This is an optimization exercise on Yosys and OpenROAD, whose aim is small area, a short achievable clock period and few clock cycles, not a production implementation. RTL that was checked went through simulation tests only; none was proved equivalent to the original. No functional check of the RTL was part of runs 1 to 6. Power and IR drop assume default switching activity.

File: run.sh
#!/bin/bash
# synth_recipe.tcl (not shown) runs the flow's synth.tcl, then flattens the netlist and writes it again
# the make line also repeats each setting of config.mk as NAME=value (left out here)
make -C /OpenROAD-flow-scripts/flow DESIGN_CONFIG=/design/flow/config.mk WORK_HOME=/design/flow/orfs CLKGATE_MAP_FILE= SYNTH_SCRIPT=/design/flow/synth_recipe.tcl finish
File: config.mk
export PLATFORM = sky130hd
export DESIGN_NAME = huffman
export DESIGN_NICKNAME = huffman
export VERILOG_FILES = /design/flow/design.v
export SDC_FILE = /design/flow/constraint.sdc
export NUM_CORES = 4
export LEC_CHECK = 0
export CAP_MARGIN = 20
export CORE_MARGIN = 2
export CORE_UTILIZATION = 30
export SETUP_SLACK_MARGIN = 4.0
export SLEW_MARGIN = 20
File: constraint.sdc
create_clock -name core_clock -period 7.0 [get_ports {clk}]
set_input_delay 1.4000 -clock core_clock [delete_from_list [all_inputs] [get_ports {clk}]]
set_output_delay 1.4000 -clock core_clock [all_outputs]
set_load 0.01 [all_outputs]
File: design.v
module huffman(clk, reset, sram_a, sram_d, sram_wen, sram_q, finish);
input            clk;
input            reset;
output     [9:0] sram_a;
output     [7:0] sram_d;
output reg       sram_wen;
input      [7:0] sram_q;
output reg       finish;
localparam RD = 2'd0, LF = 2'd1, MG = 2'd2, WR = 2'd3;
reg [7:0] a;           
reg [6:0] X;           
reg [1:0] ph;
reg [2:0] k;           
reg       hm;          
reg       v;           
reg [6:0] cnt [0:5];
reg [4:0] R   [0:5];
reg [5:0] Q   [0:5];
assign sram_a = {2'b00, a};
assign sram_d = {1'b0, X};
integer s, j;
function lt7(input [6:0] x, input [6:0] y);
    reg [6:0] l, g;
    reg l10, g10, l32, g32, l54, g54, l30, g30, l64, g64;
    begin
        l = ~x & y;
        g = x & ~y;
        l10 = l[1] | (~g[1] & l[0]);  g10 = g[1] | (~l[1] & g[0]);
        l32 = l[3] | (~g[3] & l[2]);  g32 = g[3] | (~l[3] & g[2]);
        l54 = l[5] | (~g[5] & l[4]);  g54 = g[5] | (~l[5] & g[4]);
        l30 = l32 | (~g32 & l10);     g30 = g32 | (~l32 & g10);
        l64 = l[6] | (~g[6] & l54);   g64 = g[6] | (~l[6] & g54);
        lt7 = l64 | (~g64 & l30);
    end
endfunction
reg [6:0] n_cnt [0:5];
reg [5:0] lt;
reg [4:0] tl, tm;
reg [6:0] selA, selB, selL;
reg [5:0] selQ, W;
reg [4:0] Mo, Ho;
reg [6:0] nX;
wire      S2 = ph == MG && hm;
always @(*) begin
    for (s = 0; s < 6; s = s + 1) begin
        n_cnt[s] = cnt[s] + {6'd0, v && ph == RD && sram_q[2:0] == s + 1};
        lt[s] = lt7(cnt[s], X);
    end
    for (j = 0; j < 5; j = j + 1) begin
        tl[j] = 1'b0;
        tm[j] = 1'b0;
        for (s = 0; s < 6; s = s + 1) begin
            if (lt[s] && s < k && (j == 0 || R[s][j - 1])) tl[j] = 1'b1;
            if (lt[s] && j < 4 && R[s][j + 1]) tm[j] = 1'b1;
        end
    end
    selA = 7'd0; selB = 7'd0; selL = 7'd0; selQ = 6'd0;
    for (s = 0; s < 6; s = s + 1) begin
        if (!R[s][0]) selB = selB | cnt[s];
        if (R[s][0] && !R[s][1]) selA = selA | cnt[s];
        if (k == (s + 5) % 6) selL = selL | cnt[s];
        if (k == s) selQ = selQ | Q[s];
    end
    W = ph == MG ? {Q[0][4:0], !R[0][0]} : selQ;
    for (j = 0; j < 5; j = j + 1) begin
        Mo[j] = |(W >> (j + 1));
        Ho[j] = 1'b0;
        for (s = j + 1; s < 6; s = s + 1)
            if (W[s] && !(|(W >> (s + 1))) && W[s - 1 - j]) Ho[j] = 1'b1;
    end
    case (ph)
    RD: nX = n_cnt[1];
    LF: nX = selL;
    MG: nX = hm ? {2'd0, Ho} : selA + selB;
    default: nX = {2'd0, hm ? Mo : Ho};
    endcase
end
always @(posedge clk) begin
    X <= nX;
    sram_wen <= reset || (ph == RD && a != 8'd100) || (ph == MG && !(hm && k == 3'd4));
    finish <= !reset && ph == WR && a == 8'd145;
    for (s = 0; s < 6; s = s + 1) begin
        if (reset) cnt[s] <= 7'd0;
        else if (S2 && !R[s][1]) cnt[s] <= X;
        else cnt[s] <= n_cnt[s];
        if (reset) Q[s] <= 6'd1;
        else if (S2 && !R[s][1]) Q[s] <= {Q[s][4:0], !R[s][0]};
        if (ph == MG) begin
            if (!hm) R[s] <= R[s];
            else if (!R[s][1]) R[s] <= tm;
            else R[s] <= lt[s] ? {2'b00, R[s][4:2]} : {1'b0, R[s][4:1]};
        end else begin
            if (s < k) R[s] <= lt[s] ? R[s] : {R[s][3:0], 1'b1};
            else R[s] <= tl;
        end
    end
    if (reset) begin
        a <= 8'd0;
        ph <= RD;
        v <= 1'b0;
        k <= 3'd0;
    end else begin
        case (ph)
        RD: begin
            v <= 1'b1;
            if (a == 8'd100) begin
                ph <= LF;
                k <= 3'd1;
                a <= 8'd129;
            end else begin
                a <= a + 8'd1;
            end
        end
        LF: begin
            if (k == 3'd5) begin
                ph <= MG;
                k <= 3'd0;
                hm <= 1'b0;
                a <= 8'd128;
            end else begin
                k <= k + 3'd1;
                a <= a + 8'd1;
            end
        end
        MG: begin
            a <= 8'd134;
            if (!hm) begin
                hm <= 1'b1;
            end else if (k == 3'd4) begin
                ph <= WR;
                k <= 3'd1;
                hm <= 1'b0;
            end else begin
                k <= k + 3'd1;
                hm <= (k == 3'd3);
            end
        end
        WR: begin
            a <= a + 8'd1;
            if (k == 3'd5) begin
                k <= 3'd0;
                hm <= 1'b1;
            end else begin
                k <= k + 3'd1;
            end
        end
        endcase
    end
end
endmodule
==> results_dict.tcl, run 1 <==
set metrics [dict create \
    ys.flop_type "dfxtp_1" \
    ant_nets 0 \
    clkSlewWorstSetupHoldPaths_ns 0.06 \
    period_share_pct 42.0 \
    wire_per_inst_um 20.7 \
    ioPinCount 30 \
    placed_cells_incl_taps 1526 \
    dp_hpwl_um 22500 \
    pre_cts_ws_ns 3.12 \
    regArea_um2 2980 \
    clock_latency_ns 0.43 \
    syn_inst 1190 \
    final_cell_mix "nand2_1, a21oi_1, nor2_1, dfxtp_1, buf_4" \
    seq_area_frac_synth_pct 32.3 \
    critPathKind "flop to output port" \
    top_usage_layer "met2" \
    start_util_pct 30.7 \
    fin_cells 1612 \
    hold_path.class "flop to flop" \
    slew_violations 0 \
    hold_viol 0 \
    cts_tree "built" \
    overflow 0 \
    dieArea_um2 31900 \
    clockBufferDepth 2 \
    vias 9387 \
    required_ns 5.60 \
    antenna_cells 0 \
    drt-pass1-iter-count 7 \
    p_leak_nw 3.98 \
    first_global_vias 8483 \
    cp_cell_sequence "clkdlybuf4s50_1" \
    drc 0 \
    tns_ns 0 \
    rsz0062_at_grt "yes" \
    period_needed_ns 2.94 \
    layout.cells.most_common "nand2_1" \
    ctsHtreeMaxLevel 4 \
    crit_buf_inv 1 \
    antenna_found_initial 0 \
    fillers 3075 \
    multi_input_area_um2 5820 \
    slowest_delay_ns 0.60 \
    synth.yosys.warnings 17 \
    initialDrtViolationCount 1165 \
    cp_max_fo 14 \
    maxSlewHeadroom_pct 29.4 \
    r2r_slack_ns 4.09 \
    grt_pass1_wl_um 50400 \
    run_status "complete, no violations" \
    drt-vias-per-instance 5.82 \
    totalWireLength_um 33400 \
    die_w_um 178 \
    start_kind "flop" \
    fin_skew_ns 0.00994 \
    grt_use_met3_pct 4.24 \
    fin_util_pct 36.6 \
    grtUsageTotal_pct 20.7 \
    numClockSinks 132 \
    die_y_um 178 \
    layout.nets 1249 \
    drive_gt1_share_pct 15.2 \
    synth_area_um2 9130 \
    cap_viol_max_count 0 \
    core-area_um2 29800 \
    fp-row-count 63 \
    setup_viol 0 \
    critPathTopFamily "buffers and inverters" \
    synth_edf_count 31 \
    powerDensity_nw_per_um2 181 \
    cts_buffers 17 \
    worst_pin_slew_ns 1.06 \
    fmax_mhz 340 \
    cp.arrival_ns 1.54 \
    async_flop_share_pct 0 \
    synth.avg_cell_area_um2 7.68 \
    synth_cell_type_count 71 \
    hold_ws_ns 0.454 \
    cp-end-kind "output port" \
    ys_seq_elements 132 \
    gr-usage-met1_pct 26.9 \
    fin_ws_ns 4.06 \
    areaGrowthSynthToFinish_pct 19.3 \
    crit_path_top_delay_cell "clkdlybuf4s50_1" \
    grt_start_max_net_pins 93 \
    grt_use_met2_pct 33.2 \
    peakVddDrop_v 0.000162 \
    ctsRootBufferMaster "clkbuf_16" \
    numPortBuffers 21 \
    place_congestion 0.984 \
]
[layer usage]
metal,part of all wire (%),vias up,wire length [µm]
li1,-,4352,-
met1,42,4433,14100
met2,45,503,14900
met3,8.9,99,2970
met4,4.4,0,1480
met5,0,-,0
[power breakdown]
group          leakage, nW  switching [mW]  internal, mW
clock                0.293           0.376         0.560
combinational         2.49           0.139        0.0829
sequential            1.20          0.0262         0.792
total                 3.98           0.541          1.43
[worst paths after layout]
path                             start              endpoint  cells after the start
setup / recovery          X[0]$_DFF_P_             sram_d[0]                      1
setup reg to reg          X[0]$_DFF_P_     R[1][0]$_DFFE_PP_                     11
hold reg to reg   Q[5][5]$_SDFFE_PP0P_  Q[5][5]$_SDFFE_PP0P_                      2
hold / removal    Q[5][5]$_SDFFE_PP0P_  Q[5][5]$_SDFFE_PP0P_                      2
[Yosys cell counts, drive strengths merged (15+ instances only)]
cell	number	share of area (%)
nor2b	15	1.1
edfxtp	31	10
buf	17	0.95
a21oi	113	6.2
nand2	162	6.7
a22oi	40	3.3
xnor2	29	2.8
nor2	110	4.5
mux2i	22	2.4
a211oi	42	3.5
clkbuf	72	3.0
a221oi	18	1.7
inv	66	2.7
nand2b	21	1.4
ha	29	4.0
o22ai	24	1.7
o21ai	38	2.1
dfxtp	101	22
nand3	54	3.0
nor3	20	1.1
[worst reg2reg max path, cell delays in order (launching register included)]
cell       delay (ns)
dfxtp_2          0.41
and3b_1          0.25
a2111oi_4        0.30
buf_4            0.19
o22ai_2          0.10
a2111oi_4        0.36
buf_4            0.20
buf_4            0.14
nand2b_1         0.15
o2111ai_2        0.18
nor2_2           0.24
a211oi_1         0.13
[area by class of cell]
class | count | share of cell area (%)
tap | 390 | 4.48
inverter | 69 | 2.61
timing repair buffer | 87 | 6.50
sequential | 132 | 27.4
clock inverter | 13 | 1.36
clock buffer | 19 | 4.26
multi-input combinational | 902 | 53.4
[metrics by stage]
step                      instance area (µm²)  power (mW)
final                                   10900        1.98
after global routing                    10900        2.04
after CTS                               10400        1.96
after detailed placement                 9570        1.02
after global placement                   9570        1.02
after floorplan                          9140       0.950
[state kept, by name, summed over array words and instances (netlist names)]
register,cells
Q,36
R,30
X,7
a,8
cnt,42
finish,1
hm,1
k,3
ph,2
sram_wen,1
v,1
[timing repair]
action,in CTS,in global routing
endpoints found under the setup margin,53,81
hold buffers,0,0
pin swaps,7,21
buffers inserted,15,39
gates resized for setup,52,44
[cell families (layout without fill, tap and decap cells)]
family / count (synthesis) / count (layout) / synth area share (%)
other: 1 / 3 / 0.0411
DFF: 132 / 132 / 32.3
adders and majority gates: 38 / 38 / 5.07
AOI/OAI and AO/OA: 369 / 369 / 28.1
xor gates and xnor gates: 42 / 42 / 4.03
muxes: 23 / 23 / 2.53
and+or+nand+nor: 427 / 427 / 21.2
buffers and inverters: 158 / 188 / 6.75
==> run 2, diff against run 1 <==
==> flow/run.sh (new file) <==
#!/bin/bash
# Own layout flow: the standard synthesis, then the combinational logic
# re-mapped by ABC with its default (area-recovering) script, keeping every
# register instance of the standard synthesis as it is; then the standard
# layout from floorplan to finish on the re-mapped netlist.
set -euo pipefail
W=$(pwd)
YOSYS=${FLOW_HOME}/../tools/install/yosys/bin/yosys
R=$W/orfs/results/${FLOW_PLATFORM}/huffman/base

bash standard.sh synth > $W/flow_synth.log 2>&1
cp $R/1_2_yosys.v $W/std_synth.v
cd $W
$YOSYS -s $W/flow/remap.ys > $W/flow_remap.log 2>&1
python3 $W/flow/fixports.py $W/remapped0.v $W/remapped.v > $W/flow_fixports.log 2>&1
cp $W/remapped.v $R/1_2_yosys.v
rm -f $R/1_synth.odb
bash standard.sh finish > $W/flow_finish.log 2>&1
==> flow/fixports.py (new file) <==
#!/usr/bin/env python3
"""Rewrite 'assign <port bits> = <nets>;' in a flat Yosys netlist so that the
nets take the port names: each net named on the right of such an assign is
renamed to the port bit it drives. A net that drives two ports keeps one and
gets a buffer to the other."""
import re, sys

src, dst = sys.argv[1], sys.argv[2]
text = open(src).read()

def split_concat(s):
    s = s.strip()
    if s.startswith('{'):
        return [x.strip() for x in s[1:-1].split(',')]
    return [s]

def expand(items, widths):
    out = []
    for it in items:
        m = re.fullmatch(r'([A-Za-z_][A-Za-z0-9_$]*)\[(\d+):(\d+)\]', it)
        if m:
            n, hi, lo = m.group(1), int(m.group(2)), int(m.group(3))
            step = -1 if hi >= lo else 1
            out += ['%s[%d]' % (n, i) for i in range(hi, lo + step, step)]
        elif it in widths and widths[it] > 1:
            out += ['%s[%d]' % (it, i) for i in range(widths[it] - 1, -1, -1)]
        else:
            out.append(it)
    return out

widths = {}
for m in re.finditer(r'^\s*(?:wire|input|output)\s*\[(\d+):(\d+)\]\s*([A-Za-z_][A-Za-z0-9_$]*)\s*;', text, re.M):
    widths[m.group(3)] = int(m.group(1)) - int(m.group(2)) + 1

ren = {}
bufs = []
keep = []
for m in re.finditer(r'^\s*assign\s+(.*?)\s*=\s*(.*?)\s*;\s*$', text, re.M):
    lhs = expand(split_concat(m.group(1)), widths)
    rhs = expand(split_concat(m.group(2)), widths)
    assert len(lhs) == len(rhs), m.group(0)
    for l, r in zip(lhs, rhs):
        if re.fullmatch(r'_\d+_', r) and r not in ren:
            ren[r] = l
        else:
            bufs.append((r if r not in ren else ren[r], l))
text = re.sub(r'^\s*assign\s+.*?;\s*$\n', '', text, flags=re.M)
for net in ren:
    text = re.sub(r'^\s*wire\s+%s\s*;\s*$\n' % re.escape(net), '', text, flags=re.M)
def sub(m):
    return ren.get(m.group(0), m.group(0))
text = re.sub(r'\b_\d+_\b', sub, text)
extra = ''
for i, (a, b) in enumerate(bufs):
    extra += '  sky130_fd_sc_hd__buf_2 fixport_%d (\n    .A(%s),\n    .X(%s)\n  );\n' % (i, a, b)
text = text.replace('endmodule', extra + 'endmodule', 1)
open(dst, 'w').write(text)
print('renamed', len(ren), 'nets; buffered', len(bufs))
==> flow/remap.ys (new file) <==
read_liberty -ignore_miss_func /OpenROAD-flow-scripts/flow/platforms/sky130hd/lib/sky130_fd_sc_hd__tt_025C_1v80.lib
read_verilog std_synth.v
hierarchy -top huffman
setattr -mod -set keep_hierarchy 1 sky130_fd_sc_hd__df* sky130_fd_sc_hd__edf* sky130_fd_sc_hd__conb_1
flatten
rename -hide w:*.*
opt_clean
abc -liberty /OpenROAD-flow-scripts/flow/platforms/sky130hd/lib/sky130_fd_sc_hd__tt_025C_1v80.lib -dont_use *lpflow* -dont_use *probe*
opt_clean -purge
setundef -zero
hilomap -hicell sky130_fd_sc_hd__conb_1 HI -locell sky130_fd_sc_hd__conb_1 LO
splitnets
opt_clean -purge
select huffman
stat -liberty /OpenROAD-flow-scripts/flow/platforms/sky130hd/lib/sky130_fd_sc_hd__tt_025C_1v80.lib
write_verilog -noattr -selected remapped0.v
==> standard.sh (new file) <==
#!/bin/bash
# synth_recipe.tcl (not shown) runs the flow's synth.tcl, then flattens the netlist and writes it again
# the make line also repeats each setting of config.mk as NAME=value (left out here)
make -C /OpenROAD-flow-scripts/flow DESIGN_CONFIG=/design/flow/config.mk WORK_HOME=/design/flow/orfs CLKGATE_MAP_FILE= SYNTH_SCRIPT=/design/flow/synth_recipe.tcl "${@:-finish}"
removed: run.sh
==> run 2 against run 1 <==
Still clean on timing, DRC and antenna. Total power grew 5.9%. Clock skew grew 0.0049 ns. Routed wire length shrank 12%. Non-clock buffer count shrank 29. Global-route usage grew 0.16 points. Sequential power grew 6.0%. Sequential cell count is the same. First-iteration DRC count grew 5.6%. Final cell count shrank 11%. Worst hold slack lost 0.0014 ns. Die area shrank 12%. Combinational power grew 46%. Critical endpoint is now sram_d[5].
==> results_dict.tcl, run 2 <==
set metrics [dict create \
    run_status "complete, no violations" \
    fin_skew_ns 0.0149 \
    drive_gt1_share_pct 12.5 \
    post_dp_cell_area_um2 8710 \
    wl_met1_um 13100 \
    period_share_pct 42.7 \
    power_frac_seq_pct 41.4 \
    setup_viol 0 \
    power_switching_mw 0.642 \
    hold_viol 0 \
    p_leak_nw 3.31 \
    fp-row-count 59 \
    drt-vias-per-instance 5.97 \
    place_congestion 0.942 \
    cap_viol_max_count 0 \
    dp_hpwl_um 20500 \
    ant_nets 0 \
    crit_path_top_delay_cell "clkdlybuf4s50_1" \
    regArea_um2 2980 \
    multi_input_area_um2 5110 \
    grt_pass1_wl_um 46200 \
    top_layer "met4" \
    tns_ns 0 \
    power.share.switching_pct 30.7 \
    cp_cell_sequence "clkdlybuf4s50_1" \
    crit_buf_inv 1 \
    slowest_delay_ns 0.61 \
    placed_cells_incl_taps 1377 \
    r2r_slack_ns 4.05 \
    powerDensity_nw_per_um2 214 \
    clock_latency_ns 0.44 \
    cts_buffers 17 \
    cp.arrival_ns 1.59 \
    regMostFlops "cnt" \
    final_cell_mix "nand2_1, nor2_1, dfxtp_1, a21oi_1, o21ai_0" \
    wl_met3_um 2190 \
    wire_per_inst_um 20.5 \
    first_global_vias 7978 \
    drc 0 \
    drt-pass1-iter-count 19 \
    totalWireLength_um 29500 \
    die_y_um 167 \
    share_comb_of_total_power_pct 15.5 \
    largest_reg_flops 42 \
    cp_max_fo 13 \
    worst_pin_slew_ns 0.998 \
    stdcell_area_um2 9780 \
    period_needed_ns 2.99 \
    hold_path.class "flop to flop" \
    ctsHtreeMaxLevel 4 \
    required_ns 5.60 \
    fmax_mhz 334 \
    syn_inst 1009 \
    clkSlewWorstSetupHoldPaths_ns 0.07 \
    core-area_um2 26100 \
    maxSlewHeadroom_pct 32.8 \
    grtUsageTotal_pct 20.9 \
    numClockSinks 132 \
    clockBufferDepth 2 \
    synth.avg_cell_area_um2 7.92 \
    initialDrtViolationCount 1230 \
    clkPwrFrac_pct 43.1 \
    ctsRootBufferMaster "clkbuf_16" \
    synth_area_um2 7990 \
    areaGrowthSynthToFinish_pct 22.5 \
    critPathKind "flop to output port" \
    rsz0062_at_grt "yes" \
    vias 8567 \
    slew_violations 0 \
    critPathTopFamily "buffers and inverters" \
    start_util_pct 30.6 \
    grt_start_max_net_pins 65 \
    die_w_um 167 \
    largestRegisters "cnt: 42 flops, Q: 36 flops, R: 30 flops" \
    overflow 0 \
    peakVddDrop_v 0.000176 \
    cp-end-kind "output port" \
    internal_power_mw 1.45 \
    synth.yosys.warnings 17 \
    antenna_found_initial 0 \
    layout.cells.most_common "nand2_1" \
    ioPinCount 30 \
    dieArea_um2 28000 \
    wl_met2_um 13300 \
    start_kind "flop" \
    numPortBuffers 21 \
    power.total_mw 2.09 \
    layout.nets 1096 \
    fillers 2747 \
    fin_cells 1434 \
    cts_tree "built" \
    antenna_cells 0 \
]
## run 2: per-stage QoR
| stage | util [%] | hold slack, ns | setup slack, ns |
|---|---|---|---|
| 2_1_floorplan | - | 0.430 | 4.08 |
| 3_3_place_gp | 33.3 | 0.447 | 3.22 |
| 3_5_place_dp | 33.3 | 0.451 | 3.20 |
| 4_1_cts | 36.4 | 0.453 | 3.97 |
| 5_1_grt | 37.4 | 0.477 | 3.89 |
| 6_report | 37.4 | 0.453 | 4.01 |
## run 2: worst reg2reg max path, delay by kind of cell, from the launching register on
kind,cells,cell delay [ns]
DFF,1,0.61
and+or+nand+nor,4,0.99
AOI/OAI and AO/OA,6,1.26
## run 2: power by group through the flow
stage               Clock (mW)  Combinational, mW  Sequential [mW]
floorplan                    0              0.157            0.861
global placement             0              0.266            0.878
detailed placement           0              0.265            0.879
CTS                      0.915              0.294            0.863
global route             0.942              0.344            0.871
finish                   0.901              0.325            0.867
## run 2: cell type report
cell class / count / area share [%]
Clock buffer: 19 / 4.74
Clock inverter: 13 / 1.19
Tap cell: 335 / 4.28
Multi-Input combinational cell: 829 / 52.3
Inverter: 48 / 2.05
Sequential cell: 132 / 30.4
Timing Repair Buffer: 58 / 5.05
## run 2: worst paths after layout
kind / startpoint / to / depth (start not counted)
worst max-delay path: X[5]$_DFF_P_ / sram_d[5] / 1
worst min-delay path: Q[3][1]$_SDFFE_PP0P_ / Q[3][2]$_SDFFE_PP0P_ / 2
worst max register to register: R[4][1]$_DFFE_PP_ / X[6]$_DFF_P_ / 10
worst min register to register: Q[3][1]$_SDFFE_PP0P_ / Q[3][2]$_SDFFE_PP0P_ / 2
## run 2: per-layer routing
layer,track usage [%],vias to the layer above
li1,-,4016
met1,28.9,4076
met2,32.6,400
met3,3.97,75
met4,7.18,0
met5,0,-
## run 2: what timing repair did
item	4_1_cts	5_1_grt
pin swaps	4	12
hold buffers	0	0
setup buffers	12	12
endpoints found under the setup margin	77	67
resized for setup	47	49
==> run 3, diff against run 2 <==
--- a/config.mk
+++ b/config.mk
@@ -8,5 +8,7 @@
 export CAP_MARGIN = 20
 export CORE_MARGIN = 2
 export CORE_UTILIZATION = 30
+export CTS_BUF_LIST = sky130_fd_sc_hd__clkbuf_4 sky130_fd_sc_hd__clkbuf_8
+export CTS_CLUSTER_SIZE = 30
 export SETUP_SLACK_MARGIN = 4.0
 export SLEW_MARGIN = 20
==> run 3 against run 2 <==
Clock skew is 0.0013 ns higher. Worst setup slack gained 0.00092 ns. Global-route usage about the same. Synthesized area did not move. Synthesized cell count did not move. Still clean. Register-to-register slack lost 0.04 ns. Die area unchanged. Final cell count unchanged. First-iteration DRC count is 1.2% lower. Sequential share of layout area grew 0.74 points.
==> results_dict.tcl, run 3 <==
set metrics [dict create \
    run_status "complete, no violations" \
    powerDensity_nw_per_um2 195 \
    layout.nets 1096 \
    first_global_vias 7967 \
    drive_gt1_share_pct 12.0 \
    start_util_pct 30.6 \
    rr_endpoint "R[4][3]$_DFFE_PP_" \
    crit_path_top_delay_cell "dfxtp_2" \
    hold_end "Q[3][2]$_SDFFE_PP0P_" \
    areaGrowthSynthToFinish_pct 19.7 \
    grt_start_max_net_pins 65 \
    antenna_found_initial 0 \
    hold_buffers 0 \
    grt_pass1_wl_um 46100 \
    power.share.switching_pct 32.8 \
    cts_tree "built" \
    fin_util_pct 36.6 \
    cap_viol_max_count 0 \
    top_usage_layer "met2" \
    core-area_um2 26100 \
    slowest_delay_ns 0.49 \
    synth_area_um2 7990 \
    critPathTopFamily "compound AO/OA/AOI/OAI gates" \
    ctsRootBufferMaster "clkbuf_8" \
    rr_worst_depth 10 \
    crit_buf_inv 1 \
    pre_cts_ws_ns 3.20 \
    largestRegisters "cnt: 42 flops, Q: 36 flops, R: 30 flops" \
    cp-end-kind "flop" \
    dp_hpwl_um 20500 \
    start_kind "flop" \
    wire_per_inst_um 20.6 \
    grt_use_met3_pct 3.50 \
    cp_max_fo 10 \
    ioPinCount 30 \
    clock_latency_ns 0.47 \
    clkSlewWorstSetupHoldPaths_ns 0.09 \
    setup_viol 0 \
    slew_violations 0 \
    fin_skew_ns 0.0162 \
    drt-vias-per-instance 5.98 \
    rsz0062_at_grt "yes" \
    fmax_mhz 335 \
    dieArea_um2 28000 \
    maxSlewHeadroom_pct 34.5 \
    p_leak_nw 3.23 \
    clockBufferDepth 2 \
    power_switching_mw 0.611 \
    required_ns 7.29 \
    ant_nets 0 \
    drt-pass1-iter-count 19 \
    cts_buffers 17 \
    r2r-start "X[1]$_DFF_P_" \
    peakVddDrop_v 0.000112 \
    ctsHtreeMaxLevel 4 \
    initialDrtViolationCount 1215 \
    internal_power_mw 1.25 \
    synth.avg_cell_area_um2 7.92 \
    antenna_cells 0 \
    layout.cells.most_common "nand2_1" \
    share_comb_of_total_power_pct 17.2 \
    grtUsageTotal_pct 20.8 \
    clkPwrFrac_pct 36.4 \
    die_w_um 167 \
    numPortBuffers 21 \
    tns_ns 0 \
    syn_inst 1009 \
    grt_use_met2_pct 32.8 \
    largest_reg_flops 42 \
    period_share_pct 42.7 \
    fin_ws_ns 4.01 \
    gr-usage-met1_pct 29.1 \
    critPathKind "flop to flop" \
    final_cell_mix "nand2_1, a21oi_1, nor2_1, dfxtp_1, o21ai_0" \
    r2r_slack_ns 4.01 \
    worst_pin_slew_ns 0.973 \
    fillers 2764 \
    vias 8573 \
    period_needed_ns 2.99 \
    whs_path_depth 2 \
    die_y_um 167 \
    synth.yosys.warnings 17 \
    regMostFlops "cnt" \
    place_congestion 0.942 \
    totalWireLength_um 29500 \
    fp-row-count 59 \
    hold_path.class "flop to flop" \
    power_frac_seq_pct 46.4 \
    cp.arrival_ns 3.28 \
    hold_start "Q[3][1]$_SDFFE_PP0P_" \
    numClockSinks 132 \
    overflow 0 \
    hold_viol 0 \
    drc 0 \
    cp_cell_sequence "clkinv_2, maj3_1, o221ai_1, a22o_2, and2_1, a22oi_1, o21ai_0, o21bai_2, a21oi_1, a311oi_1" \
]
-- run 3: worst min-delay path, cell delays in order (launching register included) --
cell and delay, ns:
dfxtp_1 0.32, nand2_1 0.05, a21oi_1 0.05
-- run 3: power groups by stage --
stage | sequential, mW | clock, mW | combinational [mW]
global route | 0.871 | 0.720 | 0.339
floorplan | 0.861 | 0 | 0.157
global placement | 0.878 | 0 | 0.266
detailed placement | 0.879 | 0 | 0.265
CTS | 0.863 | 0.688 | 0.286
finish | 0.865 | 0.679 | 0.320
-- run 3: worst max path at each step --
stage,start,to,slack (ns),cells after the start
after CTS,sram_q[2],cnt[4][6]$_SDFF_PP0_,3.99,7
after global routing,X[1]$_DFF_P_,R[4][3]$_DFFE_PP_,3.85,10
after floorplan,sram_q[0],cnt[5][6]$_SDFF_PP0_,4.08,6
after global placement,sram_q[0],cnt[5][6]$_SDFF_PP0_,3.22,7
final,X[1]$_DFF_P_,R[4][3]$_DFFE_PP_,4.01,10
after detailed placement,sram_q[0],cnt[5][6]$_SDFF_PP0_,3.20,7
-- run 3: area by class of cell --
type                    instances  area, µm²  area share [%]
well taps                     335        419            4.38
multi-input cells             829       5080            53.1
inverters                      48        193            2.01
clock inverters                14        146            1.53
clock buffers                  18        248            2.59
flip-flops and latches        132       2980            31.2
repair buffers                 58        498            5.21
-- run 3: through the flow --
stage | power (mW) | std cells | instance area, µm² | hold slack (ns)
2_1_floorplan | 1.02 | 1011 | 8000 | 0.430
3_3_place_gp | 1.14 | 1376 | 8700 | 0.447
3_5_place_dp | 1.14 | 1377 | 8710 | 0.451
4_1_cts | 1.84 | 1420 | 9310 | 0.454
5_1_grt | 1.93 | 1434 | 9560 | 0.481
6_report | 1.86 | 1434 | 9560 | 0.453
-- run 3: timing repair --
item	CTS	global route
pin swaps	4	8
resized for setup	47	41
setup buffers	11	13
endpoints found under the setup margin	77	70
-- run 3: per-layer routing --
| metal | wire (µm) | share of wire (%) | vias to the layer above |
|---|---|---|---|
| met2 | 13300 | 45 | 420 |
| met4 | 695 | 2.4 | 0 |
| met1 | 13200 | 45 | 4067 |
| met5 | 0 | 0 | - |
| met3 | 2270 | 7.7 | 69 |
| li1 | - | - | 4017 |
==> run 4, diff against run 3 <==
--- a/design.v
+++ b/design.v
@@ -6,10 +6,10 @@
 output reg       sram_wen;
 input      [7:0] sram_q;
 output reg       finish;
-localparam RD = 2'd0, LF = 2'd1, MG = 2'd2, WR = 2'd3;
 reg [7:0] a;           
 reg [6:0] X;           
-reg [1:0] ph;
+reg       rd, lf, mg, wr;   
+reg       s2;          
 reg [2:0] k;           
 reg       hm;          
 reg       v;           
@@ -40,10 +40,9 @@
 reg [5:0] selQ, W;
 reg [4:0] Mo, Ho;
 reg [6:0] nX;
-wire      S2 = ph == MG && hm;
 always @(*) begin
     for (s = 0; s < 6; s = s + 1) begin
-        n_cnt[s] = cnt[s] + {6'd0, v && ph == RD && sram_q[2:0] == s + 1};
+        n_cnt[s] = cnt[s] + {6'd0, v && rd && sram_q[2:0] == s + 1};
         lt[s] = lt7(cnt[s], X);
     end
     for (j = 0; j < 5; j = j + 1) begin
@@ -61,32 +60,30 @@
         if (k == (s + 5) % 6) selL = selL | cnt[s];
         if (k == s) selQ = selQ | Q[s];
     end
-    W = ph == MG ? {Q[0][4:0], !R[0][0]} : selQ;
+    W = mg ? {Q[0][4:0], !R[0][0]} : selQ;
     for (j = 0; j < 5; j = j + 1) begin
         Mo[j] = |(W >> (j + 1));
         Ho[j] = 1'b0;
         for (s = j + 1; s < 6; s = s + 1)
             if (W[s] && !(|(W >> (s + 1))) && W[s - 1 - j]) Ho[j] = 1'b1;
     end
-    case (ph)
-    RD: nX = n_cnt[1];
-    LF: nX = selL;
-    MG: nX = hm ? {2'd0, Ho} : selA + selB;
-    default: nX = {2'd0, hm ? Mo : Ho};
-    endcase
+    if (rd) nX = n_cnt[1];
+    else if (lf) nX = selL;
+    else if (mg) nX = hm ? {2'd0, Ho} : selA + selB;
+    else nX = {2'd0, hm ? Mo : Ho};
 end
 always @(posedge clk) begin
     X <= nX;
-    sram_wen <= reset || (ph == RD && a != 8'd100) || (ph == MG && !(hm && k == 3'd4));
-    finish <= !reset && ph == WR && a == 8'd145;
+    sram_wen <= reset || (rd && a != 8'd100) || (mg && !(hm && k == 3'd4));
+    finish <= !reset && wr && a == 8'd145;
     for (s = 0; s < 6; s = s + 1) begin
         if (reset) cnt[s] <= 7'd0;
-        else if (S2 && !R[s][1]) cnt[s] <= X;
+        else if (s2 && !R[s][1]) cnt[s] <= X;
         else cnt[s] <= n_cnt[s];
         if (reset) Q[s] <= 6'd1;
-        else if (S2 && !R[s][1]) Q[s] <= {Q[s][4:0], !R[s][0]};
-        if (ph == MG) begin
-            if (!hm) R[s] <= R[s];
+        else if (s2 && !R[s][1]) Q[s] <= {Q[s][4:0], !R[s][0]};
+        if (mg) begin
+            if (!s2) R[s] <= R[s];
             else if (!R[s][1]) R[s] <= tm;
             else R[s] <= lt[s] ? {2'b00, R[s][4:2]} : {1'b0, R[s][4:1]};
         end else begin
@@ -96,24 +93,27 @@
     end
     if (reset) begin
         a <= 8'd0;
-        ph <= RD;
+        {rd, lf, mg, wr} <= 4'b1000;
+        s2 <= 1'b0;
         v <= 1'b0;
         k <= 3'd0;
     end else begin
-        case (ph)
-        RD: begin
+        s2 <= mg && (!hm || k == 3'd3);
+        if (rd) begin
             v <= 1'b1;
             if (a == 8'd100) begin
-                ph <= LF;
+                rd <= 1'b0;
+                lf <= 1'b1;
                 k <= 3'd1;
                 a <= 8'd129;
             end else begin
                 a <= a + 8'd1;
             end
         end
-        LF: begin
+        if (lf) begin
             if (k == 3'd5) begin
-                ph <= MG;
+                lf <= 1'b0;
+                mg <= 1'b1;
                 k <= 3'd0;
                 hm <= 1'b0;
                 a <= 8'd128;
@@ -122,12 +122,13 @@
                 a <= a + 8'd1;
             end
         end
-        MG: begin
+        if (mg) begin
             a <= 8'd134;
             if (!hm) begin
                 hm <= 1'b1;
             end else if (k == 3'd4) begin
-                ph <= WR;
+                mg <= 1'b0;
+                wr <= 1'b1;
                 k <= 3'd1;
                 hm <= 1'b0;
             end else begin
@@ -135,7 +136,7 @@
                 hm <= (k == 3'd3);
             end
         end
-        WR: begin
+        if (wr) begin
             a <= a + 8'd1;
             if (k == 3'd5) begin
                 k <= 3'd0;
@@ -144,7 +145,6 @@
                 k <= k + 3'd1;
             end
         end
-        endcase
     end
 end
 endmodule
--- a/config.mk
+++ b/config.mk
@@ -8,7 +8,5 @@
 export CAP_MARGIN = 20
 export CORE_MARGIN = 2
 export CORE_UTILIZATION = 30
-export CTS_BUF_LIST = sky130_fd_sc_hd__clkbuf_4 sky130_fd_sc_hd__clkbuf_8
-export CTS_CLUSTER_SIZE = 30
 export SETUP_SLACK_MARGIN = 4.0
 export SLEW_MARGIN = 20
==> run 4 against run 3 <==
First-iteration DRC count is 8.5% higher. Combinational power is 78% lower. Clock skew is 0.0058 ns lower. Core utilization is 1.3 points higher. Synthesized cell count is 1.8% higher. Via count is 3.0% higher. Sequential power is 7.2% lower. Register-to-register slack worse by 0.03 ns. Critical path type unchanged.
==> results_dict.tcl, run 4 <==
set metrics [dict create \
    ctsHtreeMaxLevel 4 \
    stdcell_area_um2 10100 \
    layout.nets 1131 \
    run_status "complete, no violations" \
    clkSlewWorstSetupHoldPaths_ns 0.07 \
    wire_per_inst_um 20.6 \
    hold_buffers 0 \
    p_leak_nw 3.55 \
    r2r-start "R[4][0]$_DFFE_PP_" \
    powerDensity_nw_per_um2 176 \
    drive_gt1_share_pct 15.6 \
    synth.avg_cell_area_um2 7.85 \
    largestRegisters "cnt: 42 flops, Q: 36 flops, R: 30 flops" \
    tns_ns 0 \
    worst_pin_slew_ns 0.889 \
    clockBufferDepth 2 \
    cp_cell_sequence "nor2b_4, a222oi_1, nand2_1, xor2_2, a32oi_2, maj3_2, maj3_2, maj3_2, xnor2_2, o21ai_1" \
    drc 0 \
    dieArea_um2 28200 \
    layout.cells.most_common "nor2_1" \
    core-area_um2 26700 \
    setup_viol 0 \
    cp.arrival_ns 3.38 \
    critPathKind "flop to flop" \
    numClockSinks 135 \
    startpoint "R[4][0]$_DFFE_PP_" \
    largest_reg_flops 42 \
    vias 8826 \
    cp_max_fo 7 \
    fin_skew_ns 0.0104 \
    grt_pass1_wl_um 46800 \
    synth.yosys.warnings 17 \
    drt-pass1-iter-count 7 \
    grt_start_max_net_pins 72 \
    synth_area_um2 8060 \
    first_global_vias 7798 \
    cts_tree "built" \
    antenna_cells 0 \
    regMostFlops "cnt" \
    crit_path_top_delay_cell "edfxtp_1" \
    final_cell_mix "nor2_1, o21ai_0, a21oi_1, nand2_1, dfxtp_1" \
    cap_viol_max_count 0 \
    fmax_mhz 331 \
    drt-vias-per-instance 5.98 \
    die_y_um 168 \
    fillers 2732 \
    period_share_pct 43.1 \
    ioPinCount 30 \
    syn_inst 1027 \
    initialDrtViolationCount 1318 \
    totalWireLength_um 30400 \
    grtUsageTotal_pct 21.3 \
    post_dp_cell_area_um2 8810 \
    numPortBuffers 21 \
    overflow 0 \
    crit_top_cell "maj3_2" \
    period_needed_ns 3.02 \
    antenna_found_initial 1 \
    ctsRootBufferMaster "clkbuf_16" \
    hold_path.class "flop to flop" \
    rsz0062_at_grt "yes" \
    maxSlewHeadroom_pct 40.7 \
    slew_violations 0 \
    hold_viol 0 \
    start_kind "flop" \
    hold_start "Q[2][5]$_SDFFE_PP0P_" \
    die_w_um 168 \
    place_congestion 0.929 \
    slowest_delay_ns 0.48 \
    dp_hpwl_um 20500 \
    start_util_pct 30.3 \
    areaGrowthSynthToFinish_pct 25.1 \
    cp-end-kind "flop" \
    cts_buffers 17 \
    peakVddDrop_v 0.000161 \
    fp-row-count 60 \
    required_ns 7.37 \
    ant_nets 0 \
    clock_latency_ns 0.45 \
]
run 4: routing by layer:
layer	GRT usage, %	share of wire (%)
met1	30.4	45
met2	32.0	43
met3	3.29	8.2
met4	8.62	3.8
met5	0	0
run 4: worst paths after layout:
check	end	slack, ns	cells past startpoint
worst max-delay path	X[6]$_DFF_P_	3.98	10
worst min-delay path	Q[2][5]$_SDFFE_PP0P_	0.49	2
worst max register to register	X[6]$_DFF_P_	3.98	10
worst min register to register	Q[2][5]$_SDFFE_PP0P_	0.49	2
run 4: cell type report:
| type | count | area, µm² | area share (%) |
|---|---|---|---|
| multi-input cells | 850 | 5240 | 51.9 |
| flip-flops and latches | 135 | 3040 | 30.2 |
| repair buffers | 75 | 637 | 6.31 |
| clock buffers | 18 | 439 | 4.35 |
| well taps | 341 | 427 | 4.23 |
| inverters | 42 | 175 | 1.74 |
| clock inverters | 14 | 129 | 1.28 |
run 4: through the flow:
step	utilization [%]	power, mW	setup WS, ns	hold slack [ns]	instances
final	37.9	1.77	3.98	0.492	1475
after global routing	37.9	1.82	3.89	0.510	1475
after CTS	36.4	1.77	3.89	0.496	1453
after detailed placement	33.1	0.879	3.35	0.479	1403
after global placement	33.1	0.879	3.34	0.467	1403
after floorplan	-	0.855	4.00	0.448	1029
run 4: critical path: cells and delay by family (launching register included):
| kind | cells | cell delay (ns) |
|---|---|---|
| compound gates | 3 | 0.66 |
| xor+xnor | 2 | 0.38 |
| fa+ha+maj | 3 | 1.03 |
| flops | 1 | 0.48 |
| simple gates | 2 | 0.39 |
run 4: what timing repair did:
action,4_1_cts,5_1_grt
setup buffers,18,22
pin swaps,9,30
hold endpoints to repair,0,0
resized for setup,60,74
cloned,0,0
endpoints found under the setup margin,48,55
run 4: report_power, final:
part / switching, mW / leakage, nW / internal [mW]
logic: 0.0415 / 2.04 / 0.0278
registers: 0.00762 / 1.23 / 0.795
clock network: 0.420 / 0.278 / 0.479
==> run 5, diff against run 4 <==
--- a/design.v
+++ b/design.v
@@ -12,7 +12,6 @@
 reg       s2;          
 reg [2:0] k;           
 reg       hm;          
-reg       v;           
 reg [6:0] cnt [0:5];
 reg [4:0] R   [0:5];
 reg [5:0] Q   [0:5];
@@ -42,7 +41,7 @@
 reg [6:0] nX;
 always @(*) begin
     for (s = 0; s < 6; s = s + 1) begin
-        n_cnt[s] = cnt[s] + {6'd0, v && rd && sram_q[2:0] == s + 1};
+        n_cnt[s] = cnt[s] + {6'd0, rd && a != 8'd0 && sram_q[2:0] == s + 1};
         lt[s] = lt7(cnt[s], X);
     end
     for (j = 0; j < 5; j = j + 1) begin
@@ -95,12 +94,10 @@
         a <= 8'd0;
         {rd, lf, mg, wr} <= 4'b1000;
         s2 <= 1'b0;
-        v <= 1'b0;
         k <= 3'd0;
     end else begin
         s2 <= mg && (!hm || k == 3'd3);
         if (rd) begin
-            v <= 1'b1;
             if (a == 8'd100) begin
                 rd <= 1'b0;
                 lf <= 1'b1;
--- a/config.mk
+++ b/config.mk
@@ -8,5 +8,7 @@
 export CAP_MARGIN = 20
 export CORE_MARGIN = 2
 export CORE_UTILIZATION = 30
+export CTS_BUF_LIST = sky130_fd_sc_hd__clkbuf_4 sky130_fd_sc_hd__clkbuf_8
+export CTS_CLUSTER_SIZE = 30
 export SETUP_SLACK_MARGIN = 4.0
 export SLEW_MARGIN = 20
==> run 5 against run 4 <==
Fmax fell by 1.1%. Design area fell by 4.3%. Die area fell by 1.7%. Still clean. Count of clock-buffer cells in the layout fell by 1. Routed wire length rose by 0.31%. Largest cell class unchanged.
==> results_dict.tcl, run 5 <==
set metrics [dict create \
    regMostFlops "cnt" \
    die_y_um 167 \
    clockBufferDepth 2 \
    cts_buffers 17 \
    powerDensity_nw_per_um2 162 \
    drive_gt1_share_pct 14.5 \
    critPathKind "flop to flop" \
    hold_start "Q[1][3]$_SDFFE_PP0P_" \
    drt-pass1-iter-count 12 \
    areaGrowthSynthToFinish_pct 21.9 \
    maxSlewHeadroom_pct 24.5 \
    numPortBuffers 21 \
    synth.avg_cell_area_um2 8.03 \
    dp_hpwl_um 20000 \
    ctsRootBufferMaster "clkbuf_8" \
    largest_reg_flops 42 \
    setup_viol 0 \
    grt_pass1_wl_um 46200 \
    required_ns 7.38 \
    layout.nets 1081 \
    fin_cells 1419 \
    wire_per_inst_um 21.5 \
    drt-vias-per-instance 6.06 \
    fin_skew_ns 0.0216 \
    vias 8595 \
    drc 0 \
    worst_pin_slew_ns 1.13 \
    dieArea_um2 27700 \
    cts_tree "built" \
    whs_path_depth 2 \
    fin_ws_ns 3.95 \
    syn_inst 987 \
    tns_ns 0 \
    rr_endpoint "X[6]$_DFF_P_" \
    rr_worst_depth 10 \
    period_needed_ns 3.05 \
    start_util_pct 30.5 \
    synth.yosys.warnings 17 \
    cap_viol_max_count 0 \
    grt_start_max_net_pins 55 \
    core-area_um2 26000 \
    crit_path_top_delay_cell "edfxtp_1" \
    antenna_found_initial 0 \
    r2r_slack_ns 3.95 \
    antenna_cells 0 \
    ant_nets 0 \
    place_congestion 0.946 \
    totalWireLength_um 30500 \
    cp_cell_sequence "clkinv_4, a222oi_1, nand2_1, xnor2_4, a31oi_4, maj3_2, maj3_2, maj3_2, xnor2_2, o31ai_2" \
    first_global_vias 7830 \
    placed_cells_incl_taps 1354 \
    p_leak_nw 3.31 \
    cp_max_fo 7 \
    start_kind "flop" \
    hold_viol 0 \
    slew_violations 0 \
    fp-row-count 59 \
    slowest_delay_ns 0.50 \
    clkSlewWorstSetupHoldPaths_ns 0.10 \
    peakVddDrop_v 0.000110 \
    r2r-start "R[4][0]$_DFFE_PP_" \
    hold_path.class "flop to flop" \
    die_w_um 167 \
    synth_area_um2 7930 \
    rsz0062_at_grt "yes" \
    cp.arrival_ns 3.43 \
    period_share_pct 43.6 \
    run_status "complete, no violations" \
    crit_top_cell "maj3_2" \
    clock_latency_ns 0.49 \
    pre_cts_ws_ns 3.13 \
    hold_end "Q[1][3]$_SDFFE_PP0P_" \
    largestRegisters "cnt: 42 flops, Q: 36 flops, R: 30 flops" \
    grtUsageTotal_pct 21.2 \
    ioPinCount 30 \
    overflow 0 \
    ctsHtreeMaxLevel 4 \
    fmax_mhz 328 \
    numClockSinks 134 \
    initialDrtViolationCount 1313 \
    final_cell_mix "a21oi_1, o21ai_0, nor2_1, dfxtp_1, nand2_1" \
    cp-end-kind "flop" \
    layout.cells.most_common "a21oi_1" \
]
run 5: layer usage:
metal  track usage [%]  vias up  part of all wire, %  wire, µm
li1                  -     3976                    -         -
met1              29.5     4016                   44     13500
met2              31.8      510                   43     13100
met3              4.66       93                  9.4      2860
met4              8.36        0                  3.2       983
met5                 0        -                    0         0
run 5: worst max-delay path, delay by kind of cell, from the launching register on:
| family | cells | cell delay [ns] |
|---|---|---|
| fa+ha+maj | 3 | 1.00 |
| buf+inv | 1 | 0.15 |
| flops | 1 | 0.50 |
| simple gates | 1 | 0.21 |
| xor+xnor | 2 | 0.35 |
| compound gates | 3 | 0.73 |
run 5: what timing repair did:
action,4_1_cts,5_1_grt
pin swaps,11,20
hold buffers,0,0
resized for setup,66,42
buffers inserted,20,13
endpoints found under the setup margin,94,39
run 5: power by group:
group,internal [mW],switching [mW],total [mW]
Combinational,0.0337,0.0522,0.0858
Clock,0.297,0.381,0.678
Sequential,0.790,0.00889,0.799
run 5: through the flow:
| stage | hold WS (ns) | utilization [%] | instance area (µm²) | power [mW] |
|---|---|---|---|---|
| finish | 0.489 | 37.2 | 9660 | 1.56 |
| global route | 0.507 | 37.2 | 9660 | 1.61 |
| CTS | 0.487 | 36.2 | 9420 | 1.57 |
| detailed placement | 0.460 | 33.3 | 8660 | 0.891 |
| global placement | 0.458 | 33.3 | 8660 | 0.891 |
| floorplan | 0.434 | - | 7960 | 0.861 |
run 5: worst max-delay path by stage:
stage / cells after the start / slack [ns] / from / to
after CTS: 10 / 3.83 / X[1]$_DFF_P_ / R[3][3]$_DFFE_PP_
after global placement: 10 / 3.13 / X[1]$_DFF_P_ / R[3][3]$_DFFE_PP_
after global routing: 10 / 3.86 / R[1][0]$_DFFE_PP_ / X[6]$_DFF_P_
final: 10 / 3.95 / R[4][0]$_DFFE_PP_ / X[6]$_DFF_P_
after detailed placement: 10 / 3.13 / X[1]$_DFF_P_ / R[3][3]$_DFFE_PP_
after floorplan: 10 / 4.00 / k[2]$_SDFF_PP0_ / X[1]$_DFF_P_
run 5: layout make-up:
cell class | count | area [µm²]
clock buffer | 17 | 234
sequential | 134 | 3010
inverter | 39 | 185
fill | 2716 | 16300
multi-input combinational | 814 | 5090
timing repair buffer | 65 | 547
clock inverter | 15 | 163
tap | 335 | 419
==> run 6, diff against run 5 <==
--- a/flow/run.sh
+++ b/flow/run.sh
@@ -2,7 +2,9 @@
 # Own layout flow: the standard synthesis, then the combinational logic
 # re-mapped by ABC with its default (area-recovering) script, keeping every
 # register instance of the standard synthesis as it is; then the standard
-# layout from floorplan to finish on the re-mapped netlist.
+# layout from floorplan to finish on the re-mapped netlist, with every input
+# and output port buffered by a plain buffer (sky130_fd_sc_hd__buf_2) rather
+# than the delay cell buffer_ports picks by default.
 set -euo pipefail
 W=$(pwd)
 YOSYS=${FLOW_HOME}/../tools/install/yosys/bin/yosys
@@ -15,4 +17,4 @@
 python3 $W/flow/fixports.py $W/remapped0.v $W/remapped.v > $W/flow_fixports.log 2>&1
 cp $W/remapped.v $R/1_2_yosys.v
 rm -f $R/1_synth.odb
-bash standard.sh finish > $W/flow_finish.log 2>&1
+BUFFER_PORTS_ARGS='-buffer_cell sky130_fd_sc_hd__buf_2' bash standard.sh finish > $W/flow_finish.log 2>&1
--- a/config.mk
+++ b/config.mk
@@ -10,5 +10,5 @@
 export CORE_UTILIZATION = 30
 export CTS_BUF_LIST = sky130_fd_sc_hd__clkbuf_4 sky130_fd_sc_hd__clkbuf_8
 export CTS_CLUSTER_SIZE = 30
-export SETUP_SLACK_MARGIN = 4.0
+export SETUP_SLACK_MARGIN = 4.3
 export SLEW_MARGIN = 20
==> run 6 against run 5 <==
Combinational power is 16% higher. Synthesized cell count stayed put. Count of clock-buffer cells in the layout is 1 higher. Core utilization is 0.93 points higher. Fmax hardly changed. Die area stayed put. Worst setup slack better by 0.00071 ns. Via count is 3.0% higher. Largest cell class unchanged. Non-clock buffer count is 13 higher. Still clean.
==> results_dict.tcl, run 6 <==
set metrics [dict create \
    run_status "complete, no violations" \
    ant_nets 0 \
    cts_tree "built" \
    clkSlewWorstSetupHoldPaths_ns 0.09 \
    numPortBuffers 21 \
    start_kind "flop" \
    fp-row-count 59 \
    ctsRootBufferMaster "clkbuf_8" \
    period_share_pct 43.6 \
    hold_path.class "flop to flop" \
    placed_cells_incl_taps 1349 \
    fin_util_pct 38.1 \
    rr_worst_depth 10 \
    crit_top_cell "maj3_2" \
    overflow 0 \
    peakVddDrop_v 0.000101 \
    drive_gt1_share_pct 21.2 \
    wire_per_inst_um 21.4 \
    setup_viol 0 \
    worst_pin_slew_ns 1.16 \
    final_cell_mix "a21oi_1, o21ai_0, nor2_1, nand2_1, dfxtp_1" \
    totalWireLength_um 30700 \
    required_ns 7.38 \
    whs_path_depth 2 \
    grt_start_max_net_pins 72 \
    cp-end-kind "flop" \
    synth.yosys.warnings 17 \
    post_dp_cell_area_um2 8640 \
    rsz0062_at_grt "yes" \
    initialDrtViolationCount 1426 \
    fin_cells 1432 \
    numClockSinks 134 \
    cts_buffers 17 \
    antenna_found_initial 0 \
    areaGrowthSynthToFinish_pct 24.9 \
    vias 8854 \
    ctsHtreeMaxLevel 4 \
    drt-pass1-iter-count 8 \
    p_leak_nw 3.48 \
    crit_buf_inv 1 \
    synth.avg_cell_area_um2 8.03 \
    fillers 2649 \
    period_needed_ns 3.05 \
    maxSlewHeadroom_pct 22.7 \
    cp.arrival_ns 3.43 \
    synth_area_um2 7930 \
    layout.cells.most_common "a21oi_1" \
    largestRegisters "cnt: 42 flops, Q: 36 flops, R: 30 flops" \
    drt-vias-per-instance 6.18 \
    critPathTopFamily "adder cells" \
    antenna_cells 0 \
    syn_inst 987 \
    critPathKind "flop to flop" \
    hold_viol 0 \
    die_y_um 167 \
    slowest_delay_ns 0.52 \
    slew_violations 0 \
    die_w_um 167 \
    grt_pass1_wl_um 47000 \
    grtUsageTotal_pct 21.4 \
    regMostFlops "cnt" \
    fmax_mhz 328 \
    start_util_pct 30.5 \
    powerDensity_nw_per_um2 156 \
    dp_hpwl_um 19700 \
    largest_reg_flops 42 \
    path_depth 10 \
    tns_ns 0 \
    fin_skew_ns 0.0233 \
    cp_max_fo 3 \
    stdcell_area_um2 9900 \
    core-area_um2 26000 \
    crit_path_top_delay_cell "edfxtp_1" \
    cp_cell_sequence "clkinv_4, a222oi_1, nand2_1, xnor2_4, a31oi_4, maj3_2, maj3_2, maj3_2, xnor2_2, o31ai_2" \
    layout.nets 1094 \
    clockBufferDepth 2 \
    cap_viol_max_count 0 \
    dieArea_um2 27700 \
    place_congestion 0.919 \
    hold_buffers 0 \
    clock_latency_ns 0.49 \
    first_global_vias 7996 \
    drc 0 \
    ioPinCount 30 \
]
## run 6: what timing repair did
item	CTS	global route
setup buffers	34	17
setup endpoints to repair	138	38
gates resized for setup	94	71
pin swaps	22	39
cloned	0	0
## run 6: through the flow
step | total power, mW | hold slack [ns] | worst slack (ns)
global route | 1.59 | 0.505 | 3.87
floorplan | 0.863 | 0.434 | 4.31
CTS | 1.54 | 0.469 | 4.03
global placement | 0.889 | 0.451 | 3.50
finish | 1.55 | 0.470 | 3.95
detailed placement | 0.889 | 0.454 | 3.47
## run 6: path summary, 6_finish.rpt
check                            start              endpoint  slack [ns]
setup / recovery     R[3][0]$_DFFE_PP_          X[6]$_DFF_P_        3.95
hold / removal    Q[1][3]$_SDFFE_PP0P_  Q[1][3]$_SDFFE_PP0P_        0.47
setup reg to reg     R[3][0]$_DFFE_PP_          X[6]$_DFF_P_        3.95
hold reg to reg   Q[1][3]$_SDFFE_PP0P_  Q[1][3]$_SDFFE_PP0P_        0.47
## run 6: per-layer routing
metal  GRT usage, %  wire length (µm)  vias to the layer above
li1               -                 -                     4002
met1           29.2             12900                     4188
met4           8.73              1260                        0
met3           4.68              3220                      108
met5              0                 0                        -
met2           32.8             13300                      556
## run 6: cell type report
cell class	count	area (µm²)	share of cell area [%]
flip-flops and latches	134	3060	30.9
repair buffers	78	574	5.80
multi-input cells	814	5260	53.1
clock buffers	18	241	2.44
well taps	335	419	4.23
clock inverters	14	139	1.40
inverters	39	214	2.16
## run 6: worst reg2reg max path, cell delays in order (launching register included)
cell and delay [ns]:
edfxtp_1 0.52, clkinv_4 0.12, a222oi_1 0.44, nand2_1 0.22
xnor2_4 0.23, a31oi_4 0.11, maj3_2 0.31, maj3_2 0.33
maj3_2 0.34, xnor2_2 0.15, o31ai_2 0.19
## run 6: power by group
| group | internal, mW | switching (mW) |
|---|---|---|
| Sequential | 0.787 | 0.00799 |
| Combinational | 0.0428 | 0.0571 |
| Clock | 0.294 | 0.360 |
==> run 7, diff against run 6 <==
==> design.v (replaced) <==
module huffman(clk, reset, sram_a, sram_d, sram_wen, sram_q, finish);
input            clk;
input            reset;
output     [9:0] sram_a;
output     [7:0] sram_d;
output reg       sram_wen;
input      [7:0] sram_q;
output reg       finish;
reg [7:0] a;           
reg [6:0] X;           
reg       rd, lf, wr;  
reg       s1, s2, sf;  
reg [2:0] k;           
reg       hm;          
reg [6:0] cnt [0:5];
reg [4:0] R   [0:5];
reg [5:0] Q   [0:5];
assign sram_a = {2'b00, a};
assign sram_d = {1'b0, X};
integer s, j;
function lt7(input [6:0] x, input [6:0] y);
    reg [6:0] l, g;
    reg l10, g10, l32, g32, l54, g54, l30, g30, l64, g64;
    begin
        l = ~x & y;
        g = x & ~y;
        l10 = l[1] | (~g[1] & l[0]);  g10 = g[1] | (~l[1] & g[0]);
        l32 = l[3] | (~g[3] & l[2]);  g32 = g[3] | (~l[3] & g[2]);
        l54 = l[5] | (~g[5] & l[4]);  g54 = g[5] | (~l[5] & g[4]);
        l30 = l32 | (~g32 & l10);     g30 = g32 | (~l32 & g10);
        l64 = l[6] | (~g[6] & l54);   g64 = g[6] | (~l[6] & g54);
        lt7 = l64 | (~g64 & l30);
    end
endfunction
function [6:0] inc7(input [6:0] x, input e);
    integer i;
    reg p;
    begin
        p = 1'b1;
        for (i = 0; i < 7; i = i + 1) begin
            inc7[i] = x[i] ^ (e & p);
            p = p & x[i];
        end
    end
endfunction
reg [6:0] n_cnt [0:5];
reg [5:0] lt, in, nw;
reg [4:0] T;
reg [6:0] selA, selB, selL;
reg [5:0] selQ, W;
reg [4:0] Mo, Ho;
reg [6:0] nX;
always @(*) begin
    for (s = 0; s < 6; s = s + 1) begin
        n_cnt[s] = inc7(cnt[s], rd && a != 8'd0 && sram_q[2:0] == s + 1);
        lt[s] = lt7(cnt[s], X);
        in[s] = (rd || lf) ? s < k : !R[s][3];
        nw[s] = (rd || lf) ? s == k : R[s][3];
    end
    for (j = 0; j < 5; j = j + 1) begin
        T[j] = 1'b0;
        for (s = 0; s < 6; s = s + 1)
            if (in[s] && lt[s] && (j == 0 || R[s][j - 1])) T[j] = 1'b1;
    end
    selA = 7'd0; selB = 7'd0; selL = 7'd0; selQ = 6'd0;
    for (s = 0; s < 6; s = s + 1) begin
        if (!R[s][0]) selB = selB | cnt[s];
        if (R[s][0] && !R[s][1]) selA = selA | cnt[s];
        if (k == (s + 5) % 6) selL = selL | cnt[s];
        if (k == s) selQ = selQ | Q[s];
    end
    W = sf ? {Q[0][4:0], !R[0][0]} : selQ;
    for (j = 0; j < 5; j = j + 1) begin
        Mo[j] = |(W >> (j + 1));
        Ho[j] = 1'b0;
        for (s = j + 1; s < 6; s = s + 1)
            if (W[s] && !(|(W >> (s + 1))) && W[s - 1 - j]) Ho[j] = 1'b1;
    end
    if (rd) nX = n_cnt[1];
    else if (lf) nX = selL;
    else if (s1) nX = selA + selB;
    else nX = {2'd0, (wr && hm) ? Mo : Ho};
end
always @(posedge clk) begin
    X <= nX;
    sram_wen <= reset || (rd && a != 8'd100) || s1 || s2;
    finish <= !reset && wr && a == 8'd145;
    for (s = 0; s < 6; s = s + 1) begin
        if (reset) cnt[s] <= 7'd0;
        else if (s2 && R[s][3]) cnt[s] <= X;
        else cnt[s] <= n_cnt[s];
        if (reset) Q[s] <= 6'd1;
        else if (s2 && R[s][3]) Q[s] <= {Q[s][4:0], R[s][4]};
        else if (sf) Q[s] <= {Q[s][4:0], !R[s][0]};
        if (s1) begin
            if (!R[s][1]) R[s] <= {!R[s][0], 4'b1111};
            else R[s] <= {2'b00, R[s][4:2]};
        end else begin
            if (nw[s]) R[s] <= T;
            else R[s] <= R[s] | ({R[s][3:0], 1'b1} & {5{!lt[s]}});
        end
    end
    if (reset) begin
        a <= 8'd0;
        {rd, lf, wr, s1, s2, sf} <= 6'b100000;
        k <= 3'd0;
    end else begin
        s2 <= s1;
        sf <= s2 && k == 3'd3;
        s1 <= (lf && k == 3'd5) || (s2 && k != 3'd3);
        if (rd) begin
            if (a == 8'd100) begin
                rd <= 1'b0;
                lf <= 1'b1;
                k <= 3'd1;
                a <= 8'd129;
            end else begin
                a <= a + 8'd1;
            end
        end
        if (lf) begin
            if (k == 3'd5) begin
                lf <= 1'b0;
                k <= 3'd0;
                a <= 8'd128;
            end else begin
                k <= k + 3'd1;
                a <= a + 8'd1;
            end
        end
        if (s1 || s2) a <= 8'd134;
        if (s2) k <= k + 3'd1;
        if (sf) begin
            wr <= 1'b1;
            k <= 3'd1;
            hm <= 1'b0;
            a <= 8'd134;
        end
        if (wr) begin
            a <= a + 8'd1;
            if (k == 3'd5) begin
                k <= 3'd0;
                hm <= 1'b1;
            end else begin
                k <= k + 3'd1;
            end
        end
    end
end
endmodule
--- a/flow/remap.ys
+++ b/flow/remap.ys
@@ -5,7 +5,7 @@
 flatten
 rename -hide w:*.*
 opt_clean
-abc -liberty /OpenROAD-flow-scripts/flow/platforms/sky130hd/lib/sky130_fd_sc_hd__tt_025C_1v80.lib -dont_use *lpflow* -dont_use *probe*
+abc -liberty /OpenROAD-flow-scripts/flow/platforms/sky130hd/lib/sky130_fd_sc_hd__tt_025C_1v80.lib -dont_use *lpflow* -dont_use *probe* -script +strash;dch,-f;map,-D,2500;topo
 opt_clean -purge
 setundef -zero
 hilomap -hicell sky130_fd_sc_hd__conb_1 HI -locell sky130_fd_sc_hd__conb_1 LO
--- a/config.mk
+++ b/config.mk
@@ -7,8 +7,8 @@
 export LEC_CHECK = 0
 export CAP_MARGIN = 20
 export CORE_MARGIN = 2
-export CORE_UTILIZATION = 30
+export CORE_UTILIZATION = 50
 export CTS_BUF_LIST = sky130_fd_sc_hd__clkbuf_4 sky130_fd_sc_hd__clkbuf_8
 export CTS_CLUSTER_SIZE = 30
-export SETUP_SLACK_MARGIN = 4.3
+export SETUP_SLACK_MARGIN = 4.0
 export SLEW_MARGIN = 20
==> run 7 against run 6 <==
Combinational power fell by 34%. Largest power group unchanged. Worst setup slack better by 0.13 ns. Total power is 0.47% lower. Sequential cell count up 1. Highest routed layer unchanged. Critical path depth is the same. Global-route usage increased by 13 points. Count of clock-buffer cells in the layout up 1. Still clean.
==> results_dict.tcl, run 7 <==
set metrics [dict create \
    p_leak_nw 3.14 \
    required_ns 7.37 \
    first_global_vias 7947 \
    ctsHtreeMaxLevel 4 \
    grt_start_max_net_pins 39 \
    cts_tree "built" \
    powerDensity_nw_per_um2 170 \
    hold_viol 0 \
    start_util_pct 51.0 \
    areaGrowthSynthToFinish_pct 16.8 \
    dieArea_um2 16500 \
    syn_inst 1151 \
    stdcell_area_um2 9060 \
    drive_gt1_share_pct 15.0 \
    hold_path.class "flop to flop" \
    rsz0062_at_grt "no" \
    cts_buffers 17 \
    r2r-start "X[5]$_DFF_P_" \
    synth_area_um2 7760 \
    post_dp_cell_area_um2 8210 \
    maxSlewHeadroom_pct 50.0 \
    drt-vias-per-instance 6.26 \
    hold_buffers 0 \
    die_y_um 129 \
    hold_end "Q[3][4]$_SDFFE_PP0P_" \
    whs_path_depth 2 \
    final_cell_mix "clkinv_1, nor2_1, a21oi_1, nand2_1, dfxtp_1" \
    peakVddDrop_v 0.000135 \
    place_congestion 0.972 \
    fin_skew_ns 0.0166 \
    drt-pass1-iter-count 5 \
    overflow 0 \
    grt_pass1_wl_um 43300 \
    die_w_um 129 \
    rr_endpoint "R[1][2]$_DFF_P_" \
    start_kind "flop" \
    run_status "complete, no violations" \
    tns_ns 0 \
    rr_worst_depth 10 \
    critPathKind "flop to flop" \
    ioPinCount 30 \
    totalWireLength_um 28300 \
    hold_start "Q[3][3]$_SDFFE_PP0P_" \
    antenna_cells 0 \
    cp-end-kind "flop" \
    clockBufferDepth 2 \
    numClockSinks 135 \
    period_share_pct 41.7 \
    cp_max_fo 12 \
    synth.avg_cell_area_um2 6.74 \
    dp_hpwl_um 20800 \
    synth.yosys.warnings 11 \
    cp.arrival_ns 3.29 \
    fmax_mhz 343 \
    setup_viol 0 \
    period_needed_ns 2.92 \
    crit_path_top_delay_cell "dfxtp_2" \
    vias 8896 \
    worst_pin_slew_ns 0.732 \
    drc 0 \
    fp-row-count 45 \
    clock_latency_ns 0.46 \
    grtUsageTotal_pct 34.3 \
    initialDrtViolationCount 990 \
    ant_nets 0 \
    ctsRootBufferMaster "clkbuf_8" \
    regMostFlops "cnt" \
    r2r_slack_ns 4.08 \
    fin_util_pct 59.6 \
    layout.cells.most_common "clkinv_1" \
    core-area_um2 15200 \
    largestRegisters "cnt: 42 flops, Q: 36 flops, R: 30 flops" \
    power.total_mw 1.54 \
    slowest_delay_ns 0.49 \
    antenna_found_initial 0 \
    cap_viol_max_count 0 \
    clkSlewWorstSetupHoldPaths_ns 0.09 \
    largest_reg_flops 42 \
    layout.nets 1230 \
    cp_cell_sequence "clkinv_2, a22oi_1, o211ai_1, nand3_1, clkinv_1, a211oi_4, nand2_1, nand3_1, clkinv_1, a221oi_1" \
    numPortBuffers 21 \
    wire_per_inst_um 19.9 \
    slew_violations 0 \
]
[run 7: worst max path at each step]
stage	start	endpoint	slack (ns)	depth (start not counted)
final	X[5]$_DFF_P_	R[1][2]$_DFF_P_	4.08	10
after global routing	X[5]$_DFF_P_	R[1][2]$_DFF_P_	3.94	10
after CTS	cnt[2][5]$_SDFF_PP0_	R[1][3]$_DFF_P_	3.95	12
after detailed placement	k[1]$_SDFFE_PP0P_	R[3][0]$_DFF_P_	2.97	10
after global placement	k[1]$_SDFFE_PP0P_	R[2][0]$_DFF_P_	2.96	10
after floorplan	sram_q[2]	cnt[0][6]$_SDFF_PP0_	3.95	14
[run 7: report_power, final]
group / leakage, nW / internal, mW / total [mW] / switching, mW
Sequential: 1.10 / 0.770 / 0.774 / 0.00482
Clock: 0.209 / 0.347 / 0.701 / 0.354
Combinational: 1.84 / 0.0196 / 0.0659 / 0.0463
[run 7: timing repair]
action                     CTS  global route
setup buffers                1            16
resized for setup           64            55
pin swaps                    0             9
setup endpoints to repair   43            42
[run 7: routing by layer]
| layer | vias to the layer above | global-route usage [%] | part of all wire (%) |
|---|---|---|---|
| met5 | - | 0 | 0 |
| met4 | 0 | 14.0 | 3.9 |
| met3 | 93 | 6.53 | 10 |
| met2 | 486 | 53.8 | 43 |
| met1 | 4057 | 46.6 | 43 |
| li1 | 4260 | - | - |
[run 7: per-stage QoR]
stage / hold slack [ns] / std cells / setup slack [ns]
floorplan: 0.431 / 1153 / 3.95
global placement: 0.443 / 1372 / 2.96
detailed placement: 0.453 / 1372 / 2.97
CTS: 0.471 / 1405 / 3.95
global route: 0.499 / 1421 / 3.94
finish: 0.472 / 1421 / 4.08
[run 7: worst max-delay path, delay by kind of cell (launching register included)]
kind | cells | cell delay, ns
AOI/OAI and AO/OA | 4 | 1.12
buffers and inverters | 3 | 0.73
DFF | 1 | 0.49
and+or+nand+nor | 3 | 0.49
[run 7: cell type report]
cell class              count  area (µm²)
clock buffers              19         262
clock inverters            13         161
fillers                  1481        6140
inverters                 199         798
multi-input cells         817        4530
flip-flops and latches    135        2750
well taps                 188         235
repair buffers             50         327
Testbench counts of run 7, summed over its fixed seeds: cycles 8,192.

-- separate check: timing with driven ports --
The results above use ideal ports. As a check the final layouts listed here were re-extracted and re-timed, cells and wires unchanged. Step 1: set_driving_cell puts a clkbuf_16 on clk and a buf_2 on each other input, an assumption about the parent block. Step 2 moves the port delays by t, midway between the first and last clock arrival at a register: inputs arrive t later, outputs are due t later. That takes back most of the time a late clock gives input paths. a / b / c = no drivers / after step 1 / after step 2; a / b = the first two.
run	t (ns)	setup slack, ns	hold slack, ns	worst setup path at the end	latest minus earliest clock arrival (ns)
run 1	0.470	4.059 / 4.013 / 3.644	0.454 / 0.454 / 0.454	input to register	0.010 / 0.010
run 2	0.480	4.010 / 3.962 / 3.611	0.453 / 0.453 / 0.453	input to register	0.016 / 0.016
run 3	0.502	4.011 / 3.972 / 3.622	0.453 / 0.453 / 0.453	input to register	0.020 / 0.021
run 4	0.487	3.982 / 3.973 / 3.780	0.492 / 0.492 / 0.492	input to register	0.010 / 0.010
run 5	0.515	3.948 / 3.948 / 3.561	0.489 / 0.489 / 0.489	input to register	0.022 / 0.022
run 6	0.514	3.949 / 3.949 / 3.916	0.470 / 0.470 / 0.470	input to register	0.024 / 0.023
run 7	0.494	4.082 / 4.082 / 3.739	0.472 / 0.472 / 0.472	input to register	0.016 / 0.017
After both steps setup and hold are still met in every run listed. For run 1, which loses most, drivers alone change the setup slack by -0.046 ns; drivers and shift together by -0.415 ns.
